This design comes from an exercise in tuning for small area and a short achievable clock period on the open sky130 flow, not from production work. Where RTL was checked, it was by simulation tests only, not by an equivalence proof against the original.

==> trial 64 <==
Design jh_efield, start of the top module:
module jh_efield(
	input rst,
	input clock,
	input [26:0] r,				 
	input [26:0] V_right,				 
	input [26:0] V_left,					 
	input [26:0] V_top,		 
	input [26:0] V_bottom,	 
	output [26:0] fdtd_result
);
clock: 17.0 ns
lec_check: 0
abc_area: 1
cap_margin: 20
core_margin: 2
core_utilization: 50
cts_cluster_diameter: 100
cts_cluster_size: 30
place_density: 0.85
slew_margin: 20
standard.sh (not shown) runs the stock make flow with config.mk's settings and CLKGATE_MAP_FILE= SYNTH_SCRIPT=/design/flow/synth_recipe.tcl, a recipe that flattens the netlist after the stock synthesis.
==> flow/flow/run.sh <==
#!/bin/bash
# Layout flow: the standard flow (standard.sh) with two changes:
# - synthesis does not map adders onto the library's full/half-adder cells
#   (ADDER_MAP_FILE left empty), so ABC maps and times that logic with the rest;
# - timing repair (floorplan, CTS and global-route steps) aims for 11 ns of
#   setup slack instead of 0 (SETUP_SLACK_MARGIN), so that it works on the
#   paths that set the period the design achieves. The clock period and the
#   constraints are the design's, unchanged.
set -euo pipefail
cd "$(dirname "$0")/.."
export ADDER_MAP_FILE=
export SETUP_SLACK_MARGIN=11
bash standard.sh > standard.log 2>&1
==> trial 62 (differences from trial 64) <==
--- a/flow/design.v
+++ b/flow/design.v
@@ -26,26 +26,16 @@
 	input  [7:0] eA,
 	input  [7:0] eB,
 	output [7:0] dAB,
 	output [8:0] dBA
 );
 	assign dAB = eA - eB;
 	assign dBA = {1'b0, eB} - {1'b0, eA};
 endmodule
-module fpa_dsel1 (
-	input  [8:0] dBA,
-	output       a_gt,
-	output [4:0] d5
-);
-	assign a_gt = dBA[8];
-	wire [4:0] nd = ~dBA[4:0] + 5'd1;
-	wire big = a_gt ? (dBA < 9'h1eb) : (dBA[7:0] > 8'd21);
-	assign d5 = big ? 5'd31 : a_gt ? nd : dBA[4:0];
-endmodule
 module fpa_dsel (
 	input  [7:0] dAB,
 	input  [8:0] dBA,
 	output       a_gt,
 	output [4:0] d5
 );
 	assign a_gt = dBA[8];
 	wire [7:0] d = a_gt ? dAB : dBA[7:0];
@@ -136,24 +126,23 @@
 	wire [4:0] d5;
 	fpa_prep p (.in_A(in_A), .in_B(in_B), .L(L), .S_s(S_s), .S_f(S_f), .d5(d5), .S_z(S_z), .a_gt());
 	wire sgn, z;
 	wire [7:0] e;
 	wire [20:0] F;
 	wire [4:0] lz;
 	fpa_core c (.L(L), .L_s(L[26]), .S_s(S_s), .sub(L[26] ^ S_s), .S_f(S_f), .d5(d5), .S_z(S_z),
 	            .sgn(sgn), .e(e), .F(F), .lz(lz), .z(z));
-	assign pre = {sgn & ~z, z ? 8'd0 : e, F, lz, z};
+	assign pre = {sgn, e, F, lz, z};
 endmodule
 module fpa_norm (
 	input  [35:0] pre,
 	output [26:0] out_Sum
 );
-	wire [20:0] Fn = pre[26:6] << pre[5:1];
-	assign out_Sum = {pre[35:27], Fn[19:2]};
+	fpa_back b (.sgn(pre[35]), .e(pre[34:27]), .F(pre[26:6]), .lz(pre[5:1]), .z(pre[0]), .out_Sum(out_Sum));
 endmodule
 module fp_multi (
 	input  [26:0] in_A,
 	input  [26:0] in_B,
 	output [26:0] out_Prod
 );
 	wire [35:0] p = {1'b1, in_A[17:1]} * {1'b1, in_B[17:1]};
 	wire [8:0] es = in_A[25:18] + in_B[25:18];
@@ -227,30 +216,33 @@
 	input clock,
 	input [26:0] r,				 
 	input [26:0] V_right,				 
 	input [26:0] V_left,					 
 	input [26:0] V_top,		 
 	input [26:0] V_bottom,	 
 	output [26:0] fdtd_result
 );
-	wire [8:0] tb_dBA = {1'b0, V_bottom[25:18]} - {1'b0, V_top[25:18]};
-	wire [8:0] rl_dBA = {1'b0, V_left[25:18]} - {1'b0, V_right[25:18]};
+	wire [7:0] tb_dAB, rl_dAB;
+	wire [8:0] tb_dBA, rl_dBA;
+	fpa_esub es12 (.eA(V_top[25:18]), .eB(V_bottom[25:18]), .dAB(tb_dAB), .dBA(tb_dBA));
+	fpa_esub es3 (.eA(V_right[25:18]), .eB(V_left[25:18]), .dAB(rl_dAB), .dBA(rl_dBA));
 	reg [26:0] s0_top, s0_bot, s0_rgt, s0_lft;
+	reg [7:0]  s0_tb_dAB, s0_rl_dAB;
 	reg [8:0]  s0_tb_dBA, s0_rl_dBA;
 	always @(posedge clock) begin
 		s0_top <= V_top; s0_bot <= V_bottom;
 		s0_rgt <= V_right; s0_lft <= V_left;
-		s0_tb_dBA <= tb_dBA;
-		s0_rl_dBA <= rl_dBA;
+		s0_tb_dAB <= tb_dAB; s0_tb_dBA <= tb_dBA;
+		s0_rl_dAB <= rl_dAB; s0_rl_dBA <= rl_dBA;
 	end
 	wire       s0_tb_gt, s0_rl_gt;
 	wire [4:0] s0_tb_d5, s0_rl_d5;
-	fpa_dsel1 ds12 (.dBA(s0_tb_dBA), .a_gt(s0_tb_gt), .d5(s0_tb_d5));
-	fpa_dsel1 ds3 (.dBA(s0_rl_dBA), .a_gt(s0_rl_gt), .d5(s0_rl_d5));
+	fpa_dsel ds12 (.dAB(s0_tb_dAB), .dBA(s0_tb_dBA), .a_gt(s0_tb_gt), .d5(s0_tb_d5));
+	fpa_dsel ds3 (.dAB(s0_rl_dAB), .dBA(s0_rl_dBA), .a_gt(s0_rl_gt), .d5(s0_rl_d5));
 	wire        s0_tb_Ss, s0_tb_Sz, s0_rl_Ss, s0_rl_Sz;
 	wire [26:0] s0_tb_L, s0_rl_L;
 	wire [16:0] s0_tb_Sf, s0_rl_Sf;
 	fpa_swap swap12 (.in_A(s0_top), .in_B(s0_bot), .a_gt(s0_tb_gt), .L(s0_tb_L), .S_s(s0_tb_Ss),
 	                 .S_f(s0_tb_Sf), .S_z(s0_tb_Sz));
 	fpa_swap swap3 (.in_A(s0_rgt), .in_B(s0_lft), .a_gt(s0_rl_gt), .L(s0_rl_L), .S_s(s0_rl_Ss),
 	                .S_f(s0_rl_Sf), .S_z(s0_rl_Sz));
 	reg  [26:1] r_q1, c1r_q2;
@@ -311,17 +303,17 @@
 	reg [35:0] s3_pre5;
 	reg [26:0] s3_p6;
 	always @(posedge clock) begin
 		s3_pre5 <= pre5;
 		s3_p6 <= s2_p6;
 	end
 	wire [26:0] out7;
 	fpa_norm n5 (.pre(s3_pre5), .out_Sum(out7));
-	wire [7:0] e7 = s3_pre5[34:27];
+	wire [7:0] e7 = s3_pre5[0] ? 8'd0 : s3_pre5[34:27];
 	wire [7:0] a6_dAB;
 	wire [8:0] a6_dBA;
 	fpa_esub es6 (.eA(s3_p6[25:18]), .eB(e7), .dAB(a6_dAB), .dBA(a6_dBA));
 	wire       a6_gt;
 	wire [4:0] a6_d5;
 	fpa_dsel ds6 (.dAB(a6_dAB), .dBA(a6_dBA), .a_gt(a6_gt), .d5(a6_d5));
 	wire        a6_Ss, a6_Sz;
 	wire [26:0] a6_L;
@@ -330,11 +322,11 @@
 	                .S_f(a6_Sf), .S_z(a6_Sz));
 	wire        a6_sgn, a6_z;
 	wire [7:0]  a6_e;
 	wire [20:0] a6_F;
 	wire [4:0]  a6_lz;
 	fpa_core c6 (.L(a6_L), .L_s(a6_L[26]), .S_s(a6_Ss), .sub(a6_L[26] ^ a6_Ss), .S_f(a6_Sf),
 	             .d5(a6_d5), .S_z(a6_Sz), .sgn(a6_sgn), .e(a6_e), .F(a6_F), .lz(a6_lz), .z(a6_z));
 	reg [35:0] s4_pre6;
-	always @(posedge clock) s4_pre6 <= {a6_sgn & ~a6_z, a6_z ? 8'd0 : a6_e, a6_F, a6_lz, a6_z};
+	always @(posedge clock) s4_pre6 <= {a6_sgn, a6_e, a6_F, a6_lz, a6_z};
 	fpa_norm n6 (.pre(s4_pre6), .out_Sum(fdtd_result));
 endmodule
- GPL_ROUTABILITY_DRIVEN: unset -> 0
==> comparison <==
- Between trial 64 and trial 62, the lower clock skew is in trial 62 (gap 0.0018 ns).
- First-iteration DRC count: trial 62 is higher than trial 64 (about 20%).
- In trial 62 the flip-flop and latch count is higher than in trial 64, by 16.
- Between trial 64 and trial 62, the lower register-to-register slack is in trial 62 (gap 0.05 ns).
The RTL of trial 64 was laid out without a check of its function.

* * *

==> inputs of job 2031 <==
jh_efield, a different RTL version from the one above (not shown whole).
==> module fpa_diff, before the edit <==
module fpa_diff (
	input  [26:0] in_A,
	input  [26:0] in_B,
	output        a_gt,
	output [4:0]  d5
);
	wire [8:0] dAB = {1'b0, in_A[25:18]} - {1'b0, in_B[25:18]};
	wire [8:0] dBA = {1'b0, in_B[25:18]} - {1'b0, in_A[25:18]};
	assign a_gt = dBA[8];
	wire [7:0] d = a_gt ? dAB[7:0] : dBA[7:0];
	assign d5  = (d > 8'd21) ? 5'd31 : d[4:0];
endmodule
==> module jh_efield, before the edit <==
module jh_efield(
	input rst,
	input clock,
	input [26:0] r,				 
	input [26:0] V_right,				 
	input [26:0] V_left,					 
	input [26:0] V_top,		 
	input [26:0] V_bottom,	 
	output [26:0] fdtd_result
);
	reg [26:0] s0_top, s0_bot, s0_rgt, s0_lft;
	always @(posedge clock) begin
		s0_top <= V_top; s0_bot <= V_bottom;
		s0_rgt <= V_right; s0_lft <= V_left;
	end
	wire       s0_tb_gt, s0_rl_gt;
	wire [4:0] s0_tb_d5, s0_rl_d5;
	fpa_diff diff12 (.in_A(s0_top), .in_B(s0_bot), .a_gt(s0_tb_gt), .d5(s0_tb_d5));
	fpa_diff diff3 (.in_A(s0_rgt), .in_B(s0_lft), .a_gt(s0_rl_gt), .d5(s0_rl_d5));
	wire        s0_tb_Ss, s0_tb_Sz, s0_rl_Ss, s0_rl_Sz;
	wire [26:0] s0_tb_L, s0_rl_L;
	wire [16:0] s0_tb_Sf, s0_rl_Sf;
	fpa_swap swap12 (.in_A(s0_top), .in_B(s0_bot), .a_gt(s0_tb_gt), .L(s0_tb_L), .S_s(s0_tb_Ss),
	                 .S_f(s0_tb_Sf), .S_z(s0_tb_Sz));
	fpa_swap swap3 (.in_A(s0_rgt), .in_B(s0_lft), .a_gt(s0_rl_gt), .L(s0_rl_L), .S_s(s0_rl_Ss),
	                .S_f(s0_rl_Sf), .S_z(s0_rl_Sz));
	reg  [26:1] r_q1, c1r_q2;
	reg  [19:0] c3_q3;
	wire [26:0] c1r;
	fp_mul_c1 mul0 (.in_A({r_q1, 1'b0}), .out_Prod(c1r));
	wire [17:0] c1f = {1'b1, c1r_q2[17:1]};
	always @(posedge clock) begin
		r_q1 <= r[26:1];
		c1r_q2 <= c1r[26:1];
		c3_q3 <= {2'b00, c1f} + {1'b0, c1f, 1'b0};
	end
	wire sub2 = s0_tb_L[26] ^ s0_tb_Ss;
	wire dL_s = s0_tb_L[26] ^ ~(sub2 | s0_tb_gt);
	wire dS_s = s0_tb_Ss ^ ~(sub2 | ~s0_tb_gt);
	wire top_s = s0_tb_gt ? s0_tb_L[26] : s0_tb_Ss;
	wire        a_sgn, a_z, d_sgn, d_z;
	wire [7:0]  a_e, d_e;
	wire [20:0] a_F, d_F;
	wire [4:0]  a_lz, d_lz;
	fpa_core c_add (.L(s0_tb_L), .L_s(top_s), .S_s(s0_tb_Ss), .sub(1'b0), .S_f(s0_tb_Sf),
	                .d5(s0_tb_d5), .S_z(s0_tb_Sz), .sgn(a_sgn), .e(a_e), .F(a_F), .lz(a_lz), .z(a_z));
	fpa_core c_dif (.L(s0_tb_L), .L_s(sub2 ? s0_tb_L[26] : dL_s), .S_s(sub2 ? s0_tb_Ss : dS_s),
	                .sub(1'b1), .S_f(s0_tb_Sf),
	                .d5(s0_tb_d5), .S_z(s0_tb_Sz), .sgn(d_sgn), .e(d_e), .F(d_F), .lz(d_lz), .z(d_z));
	wire [26:0] tb_sum = a_z ? 27'd0 : {a_sgn, a_e, a_F[20] ? a_F[19:2] : a_F[18:1]};
	wire [26:0] tb_dif;
	fpa_back b_dif (.sgn(d_sgn), .e(d_e), .F(d_F), .lz(d_lz), .z(d_z), .out_Sum(tb_dif));
	wire [26:0] out1 = sub2 ? tb_sum : tb_dif;
	wire [26:0] out2 = sub2 ? tb_dif : tb_sum;
	wire        rl_sgn, rl_z;
	wire [7:0]  rl_e;
	wire [20:0] rl_F;
	wire [4:0]  rl_lz;
	fpa_core c3 (.L(s0_rl_L), .L_s(s0_rl_L[26]), .S_s(s0_rl_Ss), .sub(s0_rl_L[26] ^ s0_rl_Ss),
	             .S_f(s0_rl_Sf), .d5(s0_rl_d5), .S_z(s0_rl_Sz),
	             .sgn(rl_sgn), .e(rl_e), .F(rl_F), .lz(rl_lz), .z(rl_z));
	wire [26:0] out3;
	fpa_back b3 (.sgn(rl_sgn), .e(rl_e), .F(rl_F), .lz(rl_lz), .z(rl_z), .out_Sum(out3));
	reg [26:1] s1_t1, s1_t2, s1_t3;
	always @(posedge clock) begin
		s1_t1 <= out1[26:1];
		s1_t2 <= out2[26:1];
		s1_t3 <= out3[26:1];
	end
	wire [26:0] out4, out5, out6;
	fp_mul_b8 mul1 (.in_A({s1_t1, 1'b0}), .in_B({c1r_q2, 1'b0}), .c3(c3_q3), .out_Prod(out4));
	fp_mul_c2 mul2 (.in_A({s1_t2, 1'b0}), .out_Prod(out5));
	fp_mul_c3 mul3 (.in_A({s1_t3, 1'b0}), .out_Prod(out6));
	reg [26:0] s2_p4, s2_p5, s2_p6;
	always @(posedge clock) begin
		s2_p4 <= out4;
		s2_p5 <= out5;
		s2_p6 <= out6;
	end
	wire [35:0] pre5;
	wire [26:0] out7;
	fpa_front add5 (.in_A(s2_p5), .in_B(s2_p4), .pre(pre5));
	fpa_norm n5 (.pre(pre5), .out_Sum(out7));
	reg [26:0] s3_p7, s3_p6;
	always @(posedge clock) begin
		s3_p7 <= out7;
		s3_p6 <= s2_p6;
	end
	wire [35:0] pre6;
	wire [26:0] out8;
	fpa_front add6 (.in_A(s3_p6), .in_B(s3_p7), .pre(pre6));
	fpa_norm n6 (.pre(pre6), .out_Sum(out8));
	reg [26:0] s4_out;
	always @(posedge clock) s4_out <= out8;
	assign fdtd_result = s4_out;
endmodule
Settings: LEC_CHECK=0, ABC_AREA=1, CAP_MARGIN=20, CORE_MARGIN=2, CORE_UTILIZATION=50, SLEW_MARGIN=20; clock period 17.0 ns.
==> flow/flow/run.sh <==
#!/bin/bash
# Layout flow: the standard flow (standard.sh) with two changes:
# - synthesis does not map adders onto the library's full/half-adder cells
#   (ADDER_MAP_FILE left empty), so ABC maps and times that logic with the rest;
# - timing repair (floorplan, CTS and global-route steps) aims for 11.5 ns of
#   setup slack instead of 0 (SETUP_SLACK_MARGIN), so that it works on the
#   paths that set the period the design achieves. The clock period and the
#   constraints are the design's, unchanged.
set -euo pipefail
cd "$(dirname "$0")/.."
export ADDER_MAP_FILE=
export SETUP_SLACK_MARGIN=11.5
bash standard.sh > standard.log 2>&1
==> job 2056: changes against job 2031 <==
--- a/flow/design.v
+++ b/flow/design.v
@@ -19,6 +19,34 @@
 );
-	wire [8:0] dAB = {1'b0, in_A[25:18]} - {1'b0, in_B[25:18]};
-	wire [8:0] dBA = {1'b0, in_B[25:18]} - {1'b0, in_A[25:18]};
+	wire [7:0] dAB;
+	wire [8:0] dBA;
+	fpa_esub es (.eA(in_A[25:18]), .eB(in_B[25:18]), .dAB(dAB), .dBA(dBA));
+	fpa_dsel ds (.dAB(dAB), .dBA(dBA), .a_gt(a_gt), .d5(d5));
+endmodule
+module fpa_esub (
+	input  [7:0] eA,
+	input  [7:0] eB,
+	output [7:0] dAB,
+	output [8:0] dBA
+);
+	assign dAB = eA - eB;
+	assign dBA = {1'b0, eB} - {1'b0, eA};
+endmodule
+module fpa_dsel1 (
+	input  [8:0] dBA,
+	output       a_gt,
+	output [4:0] d5
+);
 	assign a_gt = dBA[8];
-	wire [7:0] d = a_gt ? dAB[7:0] : dBA[7:0];
+	wire [4:0] nd = ~dBA[4:0] + 5'd1;
+	wire big = a_gt ? (dBA < 9'h1eb) : (dBA[7:0] > 8'd21);
+	assign d5 = big ? 5'd31 : a_gt ? nd : dBA[4:0];
+endmodule
+module fpa_dsel (
+	input  [7:0] dAB,
+	input  [8:0] dBA,
+	output       a_gt,
+	output [4:0] d5
+);
+	assign a_gt = dBA[8];
+	wire [7:0] d = a_gt ? dAB : dBA[7:0];
 	assign d5  = (d > 8'd21) ? 5'd31 : d[4:0];
@@ -205,3 +233,6 @@
 );
+	wire [8:0] tb_dBA = {1'b0, V_bottom[25:18]} - {1'b0, V_top[25:18]};
+	wire [8:0] rl_dBA = {1'b0, V_left[25:18]} - {1'b0, V_right[25:18]};
 	reg [26:0] s0_top, s0_bot, s0_rgt, s0_lft;
+	reg [8:0]  s0_tb_dBA, s0_rl_dBA;
 	always @(posedge clock) begin
@@ -209,2 +240,4 @@
 		s0_rgt <= V_right; s0_lft <= V_left;
+		s0_tb_dBA <= tb_dBA;
+		s0_rl_dBA <= rl_dBA;
 	end
@@ -212,4 +245,4 @@
 	wire [4:0] s0_tb_d5, s0_rl_d5;
-	fpa_diff diff12 (.in_A(s0_top), .in_B(s0_bot), .a_gt(s0_tb_gt), .d5(s0_tb_d5));
-	fpa_diff diff3 (.in_A(s0_rgt), .in_B(s0_lft), .a_gt(s0_rl_gt), .d5(s0_rl_d5));
+	fpa_dsel1 ds12 (.dBA(s0_tb_dBA), .a_gt(s0_tb_gt), .d5(s0_tb_d5));
+	fpa_dsel1 ds3 (.dBA(s0_rl_dBA), .a_gt(s0_rl_gt), .d5(s0_rl_d5));
 	wire        s0_tb_Ss, s0_tb_Sz, s0_rl_Ss, s0_rl_Sz;
@@ -222,6 +255,6 @@
 	reg  [26:1] r_q1, c1r_q2;
-	reg  [19:0] c3_q3;
+	reg  [19:0] c3_q2;
 	wire [26:0] c1r;
 	fp_mul_c1 mul0 (.in_A({r_q1, 1'b0}), .out_Prod(c1r));
-	wire [17:0] c1f = {1'b1, c1r_q2[17:1]};
+	wire [17:0] c1f = {1'b1, c1r[17:1]};
 	always @(posedge clock) begin
@@ -229,3 +262,3 @@
 		c1r_q2 <= c1r[26:1];
-		c3_q3 <= {2'b00, c1f} + {1'b0, c1f, 1'b0};
+		c3_q2 <= {2'b00, c1f} + {1'b0, c1f, 1'b0};
 	end
@@ -265,3 +298,3 @@
 	wire [26:0] out4, out5, out6;
-	fp_mul_b8 mul1 (.in_A({s1_t1, 1'b0}), .in_B({c1r_q2, 1'b0}), .c3(c3_q3), .out_Prod(out4));
+	fp_mul_b8 mul1 (.in_A({s1_t1, 1'b0}), .in_B({c1r_q2, 1'b0}), .c3(c3_q2), .out_Prod(out4));
 	fp_mul_c2 mul2 (.in_A({s1_t2, 1'b0}), .out_Prod(out5));
@@ -275,17 +308,32 @@
 	wire [35:0] pre5;
-	wire [26:0] out7;
 	fpa_front add5 (.in_A(s2_p5), .in_B(s2_p4), .pre(pre5));
-	fpa_norm n5 (.pre(pre5), .out_Sum(out7));
-	reg [26:0] s3_p7, s3_p6;
+	reg [35:0] s3_pre5;
+	reg [26:0] s3_p6;
 	always @(posedge clock) begin
-		s3_p7 <= out7;
+		s3_pre5 <= pre5;
 		s3_p6 <= s2_p6;
 	end
-	wire [35:0] pre6;
-	wire [26:0] out8;
-	fpa_front add6 (.in_A(s3_p6), .in_B(s3_p7), .pre(pre6));
-	fpa_norm n6 (.pre(pre6), .out_Sum(out8));
-	reg [26:0] s4_out;
-	always @(posedge clock) s4_out <= out8;
-	assign fdtd_result = s4_out;
+	wire [26:0] out7;
+	fpa_norm n5 (.pre(s3_pre5), .out_Sum(out7));
+	wire [7:0] e7 = s3_pre5[0] ? 8'd0 : s3_pre5[34:27];
+	wire [7:0] a6_dAB;
+	wire [8:0] a6_dBA;
+	fpa_esub es6 (.eA(s3_p6[25:18]), .eB(e7), .dAB(a6_dAB), .dBA(a6_dBA));
+	wire       a6_gt;
+	wire [4:0] a6_d5;
+	fpa_dsel ds6 (.dAB(a6_dAB), .dBA(a6_dBA), .a_gt(a6_gt), .d5(a6_d5));
+	wire        a6_Ss, a6_Sz;
+	wire [26:0] a6_L;
+	wire [16:0] a6_Sf;
+	fpa_swap swap6 (.in_A(s3_p6), .in_B(out7), .a_gt(a6_gt), .L(a6_L), .S_s(a6_Ss),
+	                .S_f(a6_Sf), .S_z(a6_Sz));
+	wire        a6_sgn, a6_z;
+	wire [7:0]  a6_e;
+	wire [20:0] a6_F;
+	wire [4:0]  a6_lz;
+	fpa_core c6 (.L(a6_L), .L_s(a6_L[26]), .S_s(a6_Ss), .sub(a6_L[26] ^ a6_Ss), .S_f(a6_Sf),
+	             .d5(a6_d5), .S_z(a6_Sz), .sgn(a6_sgn), .e(a6_e), .F(a6_F), .lz(a6_lz), .z(a6_z));
+	reg [35:0] s4_pre6;
+	always @(posedge clock) s4_pre6 <= {a6_sgn, a6_e, a6_F, a6_lz, a6_z};
+	fpa_norm n6 (.pre(s4_pre6), .out_Sum(fdtd_result));
 endmodule
--- a/flow/flow/run.sh
+++ b/flow/flow/run.sh
@@ -4,3 +4,3 @@
 #   (ADDER_MAP_FILE left empty), so ABC maps and times that logic with the rest;
-# - timing repair (floorplan, CTS and global-route steps) aims for 11.5 ns of
+# - timing repair (floorplan, CTS and global-route steps) aims for 10.75 ns of
 #   setup slack instead of 0 (SETUP_SLACK_MARGIN), so that it works on the
@@ -11,3 +11,3 @@
 export ADDER_MAP_FILE=
-export SETUP_SLACK_MARGIN=11.5
+export SETUP_SLACK_MARGIN=10.75
 bash standard.sh > standard.log 2>&1
- CTS_CLUSTER_DIAMETER: unset -> 100
- CTS_CLUSTER_SIZE: unset -> 30
- PLACE_DENSITY: unset -> 0.85
==> summary.txt <==
- Between job 2056 and job 2031, the lower count of clock-buffer cells in the layout is in job 2056 (gap 35).
- Against job 2056, the flip-flop and latch count of job 2031 is lower by 33.
- Between job 2056 and job 2031, the lower setup slack is in job 2056 (gap 0.31 ns).
- Job 2056 finished with timing, DRC and antenna clean. Job 2031 produced a clean layout.
- Of job 2056 and job 2031, job 2031 has the higher wire length (gap about 24%, measured against job 2031).
- First-iteration DRC count: job 2031 is higher than job 2056 (15%).
- Against job 2031, the die area of job 2056 is larger by 2.0%.

==> static timing again, ports no longer ideal <==
The flow's constraints put no driver on any port. The routed layouts listed below were extracted and timed again, unchanged, in two steps. Step 1: set_driving_cell puts a clkbuf_16 on clock and a buf_2 on each other input, an assumption about the parent block. Step 2 also shifts input and output timing later by t, the mid clock arrival at the registers, as if the neighbouring blocks saw the same clock. Slacks: ideal ports / drivers / drivers and shift; pairs: ideal ports / drivers.
| run | t, ns | slack for setup (ns) | hold WS [ns] | latest minus earliest clock arrival (ns) | worst slew at a driven data input, ns |
|---|---|---|---|---|---|
| trial 64 | 0.755 | 11.041 / 10.968 / 11.153 | 0.325 / 0.325 / 0.325 | 0.038 / 0.038 | 0.06 |
| trial 62 | 0.711 | 11.094 / 11.020 / 11.101 | 0.310 / 0.310 / 0.310 | 0.036 / 0.036 | 0.07 |
| job 2031 | 0.740 | 11.050 / 11.050 / 11.050 | 0.318 / 0.318 / 0.318 | 0.055 / 0.055 | 0.04 |
| job 2056 | 0.722 | 10.740 / 10.670 / 11.027 | 0.334 / 0.334 / 0.334 | 0.042 / 0.043 | 0.08 |
After both steps setup and hold are still met in every run listed.
